Context: an optimization exercise on an open-source flow, tuned for small area and a short achievable clock period. The choices shown serve that exercise and are no tape-out recipe. No run shown here included a check of the RTL's function; only the layout flow was run.

===== run.sh =====
#!/bin/bash
# synth_recipe.tcl (not shown) runs the flow's synth.tcl, then flattens the netlist and writes it again
# the make line also repeats each setting of config.mk as NAME=value (left out here)
make -C /OpenROAD-flow-scripts/flow DESIGN_CONFIG=/design/flow/config.mk WORK_HOME=/design/flow/orfs CLKGATE_MAP_FILE= SYNTH_SCRIPT=/design/flow/synth_recipe.tcl finish

===== config.mk =====
export PLATFORM = sky130hd
export DESIGN_NAME = top_fft
export DESIGN_NICKNAME = top_fft
export VERILOG_FILES = /design/flow/design.v
export SDC_FILE = /design/flow/constraint.sdc
export NUM_CORES = 4
export LEC_CHECK = 0
export CAP_MARGIN = 20
export CORE_MARGIN = 2
export CORE_UTILIZATION = 40
export SETUP_SLACK_MARGIN = 3.5
export SLEW_MARGIN = 20

===== constraint.sdc =====
create_clock -name core_clock -period 7.0 [get_ports {clk}]
set_input_delay 1.4000 -clock core_clock [delete_from_list [all_inputs] [get_ports {clk}]]
set_output_delay 1.4000 -clock core_clock [all_outputs]
set_load 0.01 [all_outputs]

===== design.v =====
module top_fft(
    input clk,
    input reset_p,
    input [23:0] fft_input,
    output reg [23:0] fft_output
);
    reg [3:0] cnt;
    reg       f1, f2;    
    wire [3:0] nc = reset_p ? 4'b1111 : cnt + 4'd1;    
    always @(posedge clk) begin
        cnt <= nc;
        if (reset_p) begin
            f1  <= 1'b1;
            f2  <= 1'b1;
        end else begin
            if (cnt == 4'd14) f1 <= 1'b0;
            if (cnt == 4'd1 && !f1) f2 <= 1'b0;
        end
    end
    wire [3:0] nc1 = nc + 4'd1;
    wire [3:0] nc2 = nc + 4'd2;
    wire [3:0] ncm1 = nc - 4'd1;
    wire [3:0] nc0m1 = nc;
    wire [3:0] nc1m1 = nc1 - 4'd1;
    wire [2:0] k1_p = nc2[3] ? 3'd0 : nc2[2:0];
    wire [2:0] k1_m = nc1[3] ? 3'd0 : nc1[2:0];
    wire [2:0] k1_a = nc[3]  ? 3'd0 : nc[2:0];
    wire [2:0] k2_p = nc1[2] ? 3'd0 : {nc1[1:0], 1'b0};
    wire [2:0] k2_m = nc[2]  ? 3'd0 : {nc[1:0], 1'b0};
    wire [2:0] k2_a = ncm1[2] ? 3'd0 : {ncm1[1:0], 1'b0};
    wire [1:0]  ps1_n, ps2_n, ps1_x, ps2_x, ps1_y, ps2_y;
    wire [28:0] ct1_n, ct2_n, ct1_x, ct2_x, ct1_y, ct2_y;
    twiddle_w_value w1p(.k(k1_p), .psel(ps1_n), .ctl(ct1_x));
    twiddle_w_value w1m(.k(k1_m), .psel(ps1_x), .ctl(ct1_n));
    twiddle_w_value w1a(.k(k1_a), .psel(ps1_y), .ctl(ct1_y));
    twiddle_w_value w2p(.k(k2_p), .psel(ps2_n), .ctl(ct2_x));
    twiddle_w_value w2m(.k(k2_m), .psel(ps2_x), .ctl(ct2_n));
    twiddle_w_value w2a(.k(k2_a), .psel(ps2_y), .ctl(ct2_y));
    reg sel1, sel2, sel3, sel4, rot3;
    reg [1:0]  ps1, ps2;
    reg [28:0] ct1, ct2;
    reg h1r, h1i, h2r, h2i;
    always @(posedge clk) begin
        sel1 <= nc[3];
        sel2 <= ~ncm1[2];
        sel3 <= nc[1];
        sel4 <= nc[0];
        rot3 <= nc1[1] & nc1[0];
        ps1 <= ps1_n;
        ps2 <= ps2_n;
        ct1 <= ct1_n;
        ct2 <= ct2_n;
        h1r <= ct1_y[13]; h1i <= ct1_y[0];
        h2r <= ct2_y[13]; h2i <= ct2_y[0];
    end
    reg  [23:0] s1_in;
    reg  [23:0] s1_dl [0:5];
    reg  [25:0] s1_d6;
    reg  [49:0] s1_d7;
    wire [23:0] s1_a = s1_d7[49:26];
    wire [23:0] s1_b0, s1_b1, s1_y;
    wire [25:0] s1_p;
    wire [49:0] s1_m;
    Butterfly bf1(.fft_input_A(s1_a), .fft_input_B(s1_in), .fft_output_0(s1_b0), .fft_output_1(s1_b1));
    twiddle_prep tp1(.x(s1_dl[5]), .psel(ps1), .t(s1_p));
    twiddle_factor #(.FULL(1)) tw1(.t(s1_d6), .ctl(ct1), .y(s1_m));
    twiddle_add ta1(.y(s1_d7), .hr(h1r), .hi(h1i), .o(s1_y));
    integer i;
    always @(posedge clk) begin
        s1_in <= fft_input;
        s1_dl[0] <= sel1 ? s1_b1 : s1_in;
        for (i = 1; i < 6; i = i + 1) s1_dl[i] <= s1_dl[i-1];
        s1_d6 <= s1_p;
        s1_d7 <= s1_m;
    end
    reg  [23:0] s2_in;
    reg  [23:0] s2_d0, s2_d1;
    reg  [25:0] s2_d2;
    reg  [49:0] s2_d3;
    wire [23:0] s2_a = s2_d3[49:26];
    wire [23:0] s2_b0, s2_b1, s2_y;
    wire [25:0] s2_p;
    wire [49:0] s2_m;
    Butterfly bf2(.fft_input_A(s2_a), .fft_input_B(s2_in), .fft_output_0(s2_b0), .fft_output_1(s2_b1));
    twiddle_prep tp2(.x(s2_d1), .psel(ps2), .t(s2_p));
    twiddle_factor #(.FULL(0)) tw2(.t(s2_d2), .ctl(ct2), .y(s2_m));
    twiddle_add ta2(.y(s2_d3), .hr(h2r), .hi(h2i), .o(s2_y));
    always @(posedge clk) begin
        s2_in <= sel1 ? s1_b0 : s1_y;
        s2_d0 <= sel2 ? s2_in : s2_b1;
        s2_d1 <= s2_d0;
        s2_d2 <= s2_p;
        s2_d3 <= s2_m;
    end
    reg  [23:0] s3_in;
    reg  [23:0] s3_d0, s3_d1;
    wire [23:0] s3_b0, s3_b1;
    Butterfly bf3(.fft_input_A(s3_d1), .fft_input_B(s3_in), .fft_output_0(s3_b0), .fft_output_1(s3_b1));
    wire [11:0] s3_neg_r = -s3_d0[23:12];
    always @(posedge clk) begin
        s3_in <= sel2 ? s2_y : s2_b0;
        s3_d0 <= sel3 ? s3_in : s3_b1;
        s3_d1 <= rot3 ? {s3_d0[11:0], s3_neg_r} : s3_d0;
    end
    reg  [23:0] s4_in;
    reg  [23:0] s4_dl;
    wire [23:0] s4_b0, s4_b1;
    Butterfly bf4(.fft_input_A(s4_dl), .fft_input_B(s4_in), .fft_output_0(s4_b0), .fft_output_1(s4_b1));
    always @(posedge clk) begin
        s4_in <= sel3 ? s3_d1 : s3_b0;
        s4_dl <= sel4 ? s4_in : s4_b1;
        fft_output <= (reset_p | f2) ? 24'd0 : (sel4 ? s4_dl : s4_b0);
    end
endmodule
module Butterfly(
    input [23:0] fft_input_A,
    input [23:0] fft_input_B,
    output [23:0] fft_output_0,
    output [23:0] fft_output_1
);
    wire signed [11:0] ar = fft_input_A[23:12], ai = fft_input_A[11:0];
    wire signed [11:0] br = fft_input_B[23:12], bi = fft_input_B[11:0];
    wire signed [12:0] x0r = ar + br, x0i = ai + bi, x1r = ar - br, x1i = ai - bi;
    assign fft_output_0 = {x0r[12:1], x0i[12:1]};
    assign fft_output_1 = {x1r[12:1], x1i[12:1]};
endmodule
module twiddle_factor #(parameter FULL = 1) (
    input  [25:0] t,
    input  [28:0] ctl,
    output [49:0] y
);
    wire [12:0] tr = {t[25], t[23:12]};
    wire [12:0] ti = {t[24], t[11:0]};
    wire en = ctl[28], en2 = ctl[27], en13 = FULL ? ctl[26] : 1'b0;
    wire [11:0] sr, si, cr, ci;
    wire        kr, ki;
    twiddle_csa re(.t(tr), .q(ti), .en(en), .en2(en2), .en13(en13), .invT(ctl[25]), .invQ(ctl[24]), .kl(ctl[23:14]),
                   .sh(sr), .ch(cr), .cin(kr));
    twiddle_csa im(.t(ti), .q(tr), .en(en), .en2(en2), .en13(en13), .invT(ctl[12]), .invQ(ctl[11]), .kl(ctl[10:1]),
                   .sh(si), .ch(ci), .cin(ki));
    assign y = {sr, si, cr, ci, kr, ki};
endmodule
module twiddle_csa(
    input  [12:0] t,
    input  [12:0] q,
    input  en, en2, en13, invT, invQ,
    input  [9:0] kl,
    output [11:0] sh,
    output [11:0] ch,
    output cin
);
    wire [21:0] te = {{9{t[12]}}, t};
    wire [21:0] qe = {{9{q[12]}}, q};
    wire [21:0] tp = te ^ {22{invT}};
    wire [21:0] tn = ~tp;
    wire [21:0] qp = qe ^ {22{invQ}};
    wire [21:0] qn = ~qp;
    wire [21:0] z = 22'd0;
    wire [21:0] rA = {tp[11:0], kl};
    wire [21:0] rB = en ? (tn << 6) : z;
    wire [21:0] rC = en ? (en2 ? (tn << 8) : (tn << 4)) : z;
    wire [21:0] rD = en ? (en2 ? (tp << 4) : (tp << 1)) : z;
    wire [21:0] rE = en2 ? (tp << 2) : (en13 ? (qp << 9) : z);
    wire [21:0] rF = en13 ? (qn << 7) : z;
    wire [21:0] rG = en13 ? (qp << 3) : z;
    wire [21:0] s1 = rA ^ rB ^ rC, c1 = ((rA & rB) | (rA & rC) | (rB & rC)) << 1;
    wire [21:0] s2 = rD ^ rE ^ rF, c2 = ((rD & rE) | (rD & rF) | (rE & rF)) << 1;
    wire [21:0] s3 = s1 ^ c1 ^ s2, c3 = ((s1 & c1) | (s1 & s2) | (c1 & s2)) << 1;
    wire [21:0] s4 = c2 ^ rG ^ s3, c4 = ((c2 & rG) | (c2 & s3) | (rG & s3)) << 1;
    wire [21:0] s5 = s4 ^ c4 ^ c3, c5 = ((s4 & c4) | (s4 & c3) | (c4 & c3)) << 1;
    wire [10:0] lo = {1'b0, s5[9:0]} + {1'b0, c5[9:0]};
    assign sh = s5[21:10];
    assign ch = c5[21:10];
    assign cin = lo[10];
endmodule
module twiddle_add(
    input  [49:0] y,
    input  hr, hi,
    output [23:0] o
);
    wire [11:0] re = y[49:38] + y[25:14] + y[1] + hr;
    wire [11:0] im = y[37:26] + y[13:2]  + y[0] + hi;
    assign o = {re, im};
endmodule
module twiddle_w_value(
    input  [2:0] k,
    output reg [1:0] psel,
    output reg [28:0] ctl
);
    always @(*) begin
        case (k)
            3'd0: begin psel = 2'd0; ctl = {3'b000, 2'b00, 10'd0,   1'b0, 2'b00, 10'd0,   1'b0}; end
            3'd1: begin psel = 2'd0; ctl = {3'b101, 2'b00, 10'd208, 1'b0, 2'b01, 10'd600, 1'b0}; end
            3'd2: begin psel = 2'd1; ctl = {3'b110, 2'b00, 10'd320, 1'b0, 2'b00, 10'd320, 1'b0}; end
            3'd3: begin psel = 2'd2; ctl = {3'b101, 2'b00, 10'd208, 1'b0, 2'b10, 10'd130, 1'b1}; end
            3'd4: begin psel = 2'd2; ctl = {3'b000, 2'b00, 10'd0,   1'b0, 2'b10, 10'd0,   1'b1}; end
            3'd5: begin psel = 2'd2; ctl = {3'b101, 2'b01, 10'd600, 1'b0, 2'b11, 10'd522, 1'b1}; end
            3'd6: begin psel = 2'd3; ctl = {3'b110, 2'b00, 10'd320, 1'b0, 2'b10, 10'd20,  1'b1}; end
            default: begin psel = 2'd0; ctl = {3'b101, 2'b10, 10'd130, 1'b1, 2'b11, 10'd522, 1'b1}; end
        endcase
    end
endmodule
module twiddle_prep(
    input  [23:0] x,
    input  [1:0]  psel,
    output [25:0] t
);
    wire signed [11:0] xr12 = x[23:12];
    wire signed [11:0] xi12 = x[11:0];
    wire signed [12:0] xr = xr12;
    wire signed [12:0] xi = xi12;
    wire signed [12:0] sum  = xr + xi;
    wire signed [12:0] diff = xi - xr;
    reg  signed [12:0] tr, ti;
    always @(*) begin
        case (psel)
            2'd0: begin tr = xr;   ti = xi;   end
            2'd1: begin tr = sum;  ti = diff; end
            2'd2: begin tr = xi;   ti = xr;   end
            default: begin tr = diff; ti = sum; end
        endcase
    end
    assign t = {tr[12], ti[12], tr[11:0], ti[11:0]};
endmodule

==> impl_metrics.ini, run 1 <==
[status]
status = no timing/DRC/antenna violations

[worst_hold_path]
min_path_type = flop to flop
hold_depth = 0

[route]
drt-initial-drc-count = 1776
via_count = 27800
ant_nets = 0
totalWireLength_um = 91600
wire_per_inst_um = 16.6
routed_via_density = 5.03
drt_pass1_iterations = 5
drc = 0

[job]
cap_violations = 0

[timing]
fin_ws_ps = 2940
rsz0062_at_grt = true
drv_slew = 0
hold_violations = 0
setup_viol = 0
clock_skew_ps = 35.3
slew_headroom_pct = 29.3
layout_worst_path_cycle_share_pct = 58.0
fmax_mhz = 246
fin_crit_ps = 4060
max_slew.worst_pin.slew_ps = 1050
setup_tns_ps = 0
hold_slack_ps = 313

[synthesis]
synthArstFlopShare_pct = 0
ys_warn_count = 5
netlist_area_um2 = 38500
synthCells = 4175
yosysTopAreaCell = dfxtp_1
ys_ff_latch = 573
ys_seq_area_share_pct = 29.8
synth.most_common_cell = dfxtp_1
synth_top_area_share_pct = 29.8
synth_area_leaders = dfxtp_1 (30%), ha_1 (15%), fa_1 (14%)
synthFlopType = dfxtp_1
avgSynthCellArea_um2 = 9.21
yosysUniqueCellTypes = 82
synth_edf_count = 0
synth.top_cells.by_count = dfxtp_1 (573), inv_1 (521), ha_1 (446), nor2_1 (321)

[critical_path]
r2r_cells = 18
cp_max_fo = 7
critPathKind = flop to flop
critPathCaptureType = flop
start_kind = flop
cp_data_required_time_ps = 7520
critical_path_arrival_ps = 4580

[clock_network]
clkLatencyLatePin_ps = 640
clk_path_buf_depth = 3
cts_sinks = 573
cts_max_level = 3
cts_made_buffers = 66
cts-root-buf = clkbuf_16
clk_pin_slew_worst_paths_ps = 60
cts_tree = yes

[cells_and_area]
fin_util_pct = 46.2
drive_gt1_share_pct = 9.25
fillCellCount = 8960
final_nets = 4944
area_growth_pct = 14.2

[grt]
grt_pass1_wl_um = 147000
first_global_vias = 27200
grt_max_degree = 87
antenna_found_initial = 5
track_usage_pct = 18.7
grt_overflow = 0

[floorplanning]
coreArea_um2 = 95200
die_x_um = 314
fp.dieH_um = 314
num_rows = 113
io_pins = 50
initial_utilization_pct = 40.4
die_area_um2 = 98600

[placed_design]
portBuffers = 49
hpwl_um = 69900
gp_congestion = 0.860
place_ws_ps = 2290
[kinds of logic (layout without fill, tap and decap cells)]
logic type	after synthesis	count (layout)	share of synthesized area (%)
AO/OA/AOI/OAI	812	812	13.2
XOR/XNOR	304	304	6.92
adder cells (fa/ha/maj)	707	707	28.1
buffers and inverters	696	771	6.84
flip-flops	573	573	29.8
multiplexers	100	100	3.06
other	2	14	0.0195
AND/OR/NAND/NOR	981	981	12.0
[flip-flops by register name (all words and copies together), names as in the netlist, 16 cells and up]
register    cells
s4_in          24
s1_d7          50
s3_d1          24
s2_d1          24
ct1            16
s2_d2          26
s1_d6          26
s3_d0          24
s1_dl         144
s2_d0          24
s4_dl          24
s2_d3          50
s1_in          24
fft_output     24
s3_in          24
s2_in          24
[area by class of cell]
| class | instances | area, um^2 | area share [%] |
|---|---|---|---|
| sequential | 573 | 11500 | 26.2 |
| inverter | 526 | 1990 | 4.54 |
| clock buffer | 86 | 1840 | 4.18 |
| multi-input combinational | 2917 | 25200 | 57.4 |
| timing repair buffer | 127 | 1340 | 3.04 |
| clock inverter | 32 | 428 | 0.974 |
| antenna | 1 | 2.50 | 0.00570 |
| tap | 1265 | 1580 | 3.60 |
[through the flow]
step | area, um^2 | std cells
2_1_floorplan | 38900 | 4186
3_3_place_gp | 40300 | 5349
3_5_place_dp | 40300 | 5350
4_1_cts | 43300 | 5501
5_1_grt | 43900 | 5526
6_report | 43900 | 5527
[final timing paths]
kind                                from  endpoint  slack, ps
worst max-delay path             ct1[25]  s1_d7[1]       2940
worst max register to register   ct1[25]  s1_d7[1]       2940
worst min register to register  s2_d0[0]  s2_d1[0]        310
worst min-delay path            s2_d0[0]  s2_d1[0]        310
[routing by layer]
metal	track usage, %	routed length (um)	up-vias
met5	0	12	-
met4	6.30	2910	2
met3	2.96	4350	145
met2	29.4	41400	585
met1	26.1	43000	13200
li1	-	-	13900
[worst max-delay path, cell delays in order, from the launching register on]
cell and delay [ps]:
dfxtp_2 320, buf_12 150, xnor2_4 160, inv_2 70, o21ai_1 130, nor2_1 50
ha_1 260, inv_1 50, fa_1 450, fa_1 500, inv_1 60, fa_1 460
ha_1 270, and4b_1 170, a41o_1 220, a21o_1 160, a21o_1 150, a21o_1 150
a21o_1 150
[placed cells by master, fill, tap and decap left out, types with 13 or more instances in the layout]
cell             synthesis  routed
or2_2                   17      16
a21oi_1                234     226
fa_1                   261     255
dfxtp_1                573     556
xnor2_1                211     185
a221oi_1                13      13
nor2_1                 321     314
inv_2                    2      17
o21ai_0                226     208
o21a_1                  31      31
nor2b_1                 59      54
and3_1                  26      26
nand2b_1                50      49
clkbuf_16                0      68
a211oi_1                38      38
nor3_1                  66      66
conb_1                   2      13
nand2_1                261     257
o31ai_1                 41      41
ha_1                   446     444
xor2_1                  93      73
mux2_2                  41      41
a31oi_1                 30      28
inv_1                  521     504
clkdlybuf4s50_1          0      48
mux2i_1                 49      49
or3_1                   22      22
o21bai_1                27      27
nand3_1                 34      33
and2_1                  70      67
o211ai_1                23      23
a21o_1                  43      43
o21ai_1                  3      20
xnor2_4                  0      16
buf_4                    0      51
[repair_timing]
item,in CTS,in global routing
setup buffers,30,24
hold buffers,0,0
endpoints found under the hold margin,0,0
pin swaps,16,50
resized for setup,83,98
setup endpoints to repair,70,54
gates cloned,3,1
==> run 2: changes to the inputs <==
--- a/config.mk
+++ b/config.mk
@@ -8,5 +8,5 @@
 export CAP_MARGIN = 20
 export CORE_MARGIN = 2
 export CORE_UTILIZATION = 40
-export SETUP_SLACK_MARGIN = 3.5
+export SETUP_SLACK_MARGIN = 4.5
 export SLEW_MARGIN = 20
==> run 2 against run 1 <==
  * Die area unchanged
  * Synthesized cell count did not move
  * Clock skew shrank 6.6 ps
  * Maximum frequency is 1.1% higher
  * Critical path type unchanged
  * Highest routed layer unchanged
==> impl_metrics.ini, run 2 <==
[synthesis]
synth_compound_area_share_pct = 13.2
synth-xor-area-share_pct = 6.92
yosysTopAreaCell = dfxtp_1
ys_warn_count = 5
ys_seq_area_share_pct = 29.8
synth.top_cells.by_count = dfxtp_1 (573), inv_1 (521), ha_1 (446), nor2_1 (321)
ys_ff_latch = 573
avgSynthCellArea_um2 = 9.21
yosysUniqueCellTypes = 82
synthArstFlopShare_pct = 0
synth_edf_count = 0
synth_mux_area_share_pct = 3.06
synth_area_leaders = dfxtp_1 (30%), ha_1 (15%), fa_1 (14%)
synthCells = 4175
synthAdderAreaFrac_pct = 28.1
synth.most_common_cell = dfxtp_1
synth_top_family_by_area = adder cells
netlist_area_um2 = 38500
synth_simple_gate_area_share_pct = 12.0
synthFlopType = dfxtp_1
synth_top_area_share_pct = 29.8

[timing]
fmax_mhz = 249
fin_crit_ps = 4010
hold_violations = 0
setup_viol = 0
rsz0062_at_grt = true
drv_slew = 0
slew_headroom_pct = 29.5
clock_skew_ps = 28.8
layout_worst_path_cycle_share_pct = 57.3
hold_slack_ps = 319
setup_tns_ps = 0
max_slew.worst_pin.slew_ps = 1060

[cells_and_area]
area_growth_pct = 24.9
final_cells = 5652
fillCellCount = 8608
largestRegisters = s1_dl (144), s1_d7 (50), s2_d3 (50)
final_nets = 5066
largest_register_ffs = 144
drive_gt1_share_pct = 22.8
largest-register = s1_dl
final_common_cell = dfxtp_1
layout_common_cells = dfxtp_1 (512), inv_1 (468), ha_1 (365)

[placed_design]
hpwl_um = 72400
gp_congestion = 0.865
portBuffers = 49
dp_cells = 5346

[clock_network]
cts_tree = yes
cts_sinks = 573
cts_made_buffers = 67
clkLatencyLatePin_ps = 630
clk_path_buf_depth = 3
ctsHoldBuffers = 0
cts_max_level = 3
clk_pin_slew_worst_paths_ps = 70
cts-root-buf = clkbuf_16

[grt]
first_global_vias = 28700
antenna_found_initial = 11
grt_max_degree = 74
track_usage_pct = 20.1
grt_overflow = 0
grt_pass1_wl_um = 156000

[worst_hold_path]
min_to = s1_dl[3][0]
hold_path_startpoint = s1_dl[2][0]
hold_depth = 0
min_path_type = flop to flop

[critical_path]
r2r-end = s1_d7[1]
critical_path_arrival_ps = 4520
r2r_cells = 17
reg2reg_slack_ps = 2990
cp_max_fo = 7
cp_data_required_time_ps = 7510
critPathCaptureType = flop
r2r-start = ct1[25]
critPathKind = flop to flop
start_kind = flop

[route]
via_count = 28900
drc = 0
routed_via_density = 5.11
drt_pass1_iterations = 5
drt-initial-drc-count = 1733
ant_nets = 0
wire_per_inst_um = 17.9
totalWireLength_um = 101000

[floorplanning]
initial_utilization_pct = 40.4
coreArea_um2 = 95200
die_x_um = 314
io_pins = 50
num_rows = 113
die_area_um2 = 98600
fp.dieH_um = 314

[job]
cap_violations = 0

[status]
status = no timing/DRC/antenna violations
run 2: cell counts after synthesis:
Identical to the previous run, type by type.
run 2: through the flow:
| stage | cell area [um^2] | utilization (%) | setup WS (ps) |
|---|---|---|---|
| CTS | 46500 | 48.9 | 3000 |
| finish | 48000 | 50.5 | 2990 |
| global route | 48000 | 50.5 | 2850 |
| detailed placement | 41200 | 43.3 | 2180 |
| global placement | 41200 | 43.3 | 2210 |
| floorplan | 40000 | - | 3120 |
run 2: timing repair:
item                       CTS  global route
gates resized for setup    500           262
setup endpoints to repair  230           190
cloned                       9             3
pin swaps                  148           149
buffers inserted           125            46
run 2: logic make-up after synthesis:
| kind of cell | count (synthesis) |
|---|---|
| and+or+nand+nor | 981 |
| AOI/OAI and AO/OA | 812 |
| adders and majority gates | 707 |
| buffers and inverters | 696 |
| DFF | 573 |
| xor gates and xnor gates | 304 |
| muxes | 100 |
| other | 2 |
run 2: layer usage:
layer | wire (um) | vias to the layer above | global-route usage, %
met1 | 44100 | 14100 | 25.8
met4 | 3220 | 2 | 6.68
met2 | 49900 | 561 | 34.7
met5 | 20 | - | 0
li1 | - | 14100 | -
met3 | 3780 | 168 | 2.62
run 2: final cells by class:
type	instances	area [um^2]	share of cell area [%]
Antenna cell	2	5.00	0.0104
Clock buffer	90	1930	4.01
Clock inverter	31	409	0.852
Inverter	526	2020	4.21
Multi-Input combinational cell	2917	27900	58.1
Sequential cell	573	11600	24.2
Tap cell	1265	1580	3.30
Timing Repair Buffer	247	2570	5.35
Timing Repair inverter	1	8.76	0.0182
run 2: critical path, cell delays in order, from the launching register on:
cell and delay (ps):
dfxtp_4 510, xnor2_4 170, nand2_2 90, o21ai_2 60, nor2_1 50, ha_1 270, inv_1 50, fa_1 440
fa_1 490, inv_1 50, fa_1 440, ha_1 280, and4b_1 170, a41o_1 210, a21o_1 160, a21o_1 150
a21o_1 150, a21o_1 140
run 2: how the worst max path moves through the flow:
| stage | startpoint | end | slack, ps | depth (start not counted) |
|---|---|---|---|---|
| 2_1_floorplan | ct1[25] | s1_d7[1] | 3120 | 18 |
| 3_3_place_gp | ct1[27] | s1_d7[1] | 2210 | 15 |
| 3_5_place_dp | ct1[27] | s1_d7[1] | 2180 | 15 |
| 4_1_cts | ct1[25] | s1_d7[1] | 3000 | 17 |
| 5_1_grt | ct1[25] | s1_d7[1] | 2850 | 17 |
| 6_report | ct1[25] | s1_d7[1] | 2990 | 17 |

[what the ideal ports hide]
Ports are ideal in the flow. The routed layouts listed here were re-timed in OpenROAD. Step 1, drivers: a clkbuf_16 drives clk and a buf_2 each remaining input, both assumed. Step 2 adds t to the input delays and takes it off the output delays; t is the mean of the earliest and latest rising clock arrival at the registers after step 1. Input paths then give back, and output paths get back, about the clock's delay inside the block. Three values: no drivers, after step 1, after step 2; two values: the first two.
run | t (ns) | setup WS [ns] | worst slew at a driven data input, ns | pins driven straight from the clock port
run 1 | 0.684 | 2.942 / 2.942 / 2.942 | 0.12 | 1
run 2 | 0.677 | 2.986 / 2.986 / 2.986 | 0.08 | 1
After both steps every run listed still meets setup and hold.
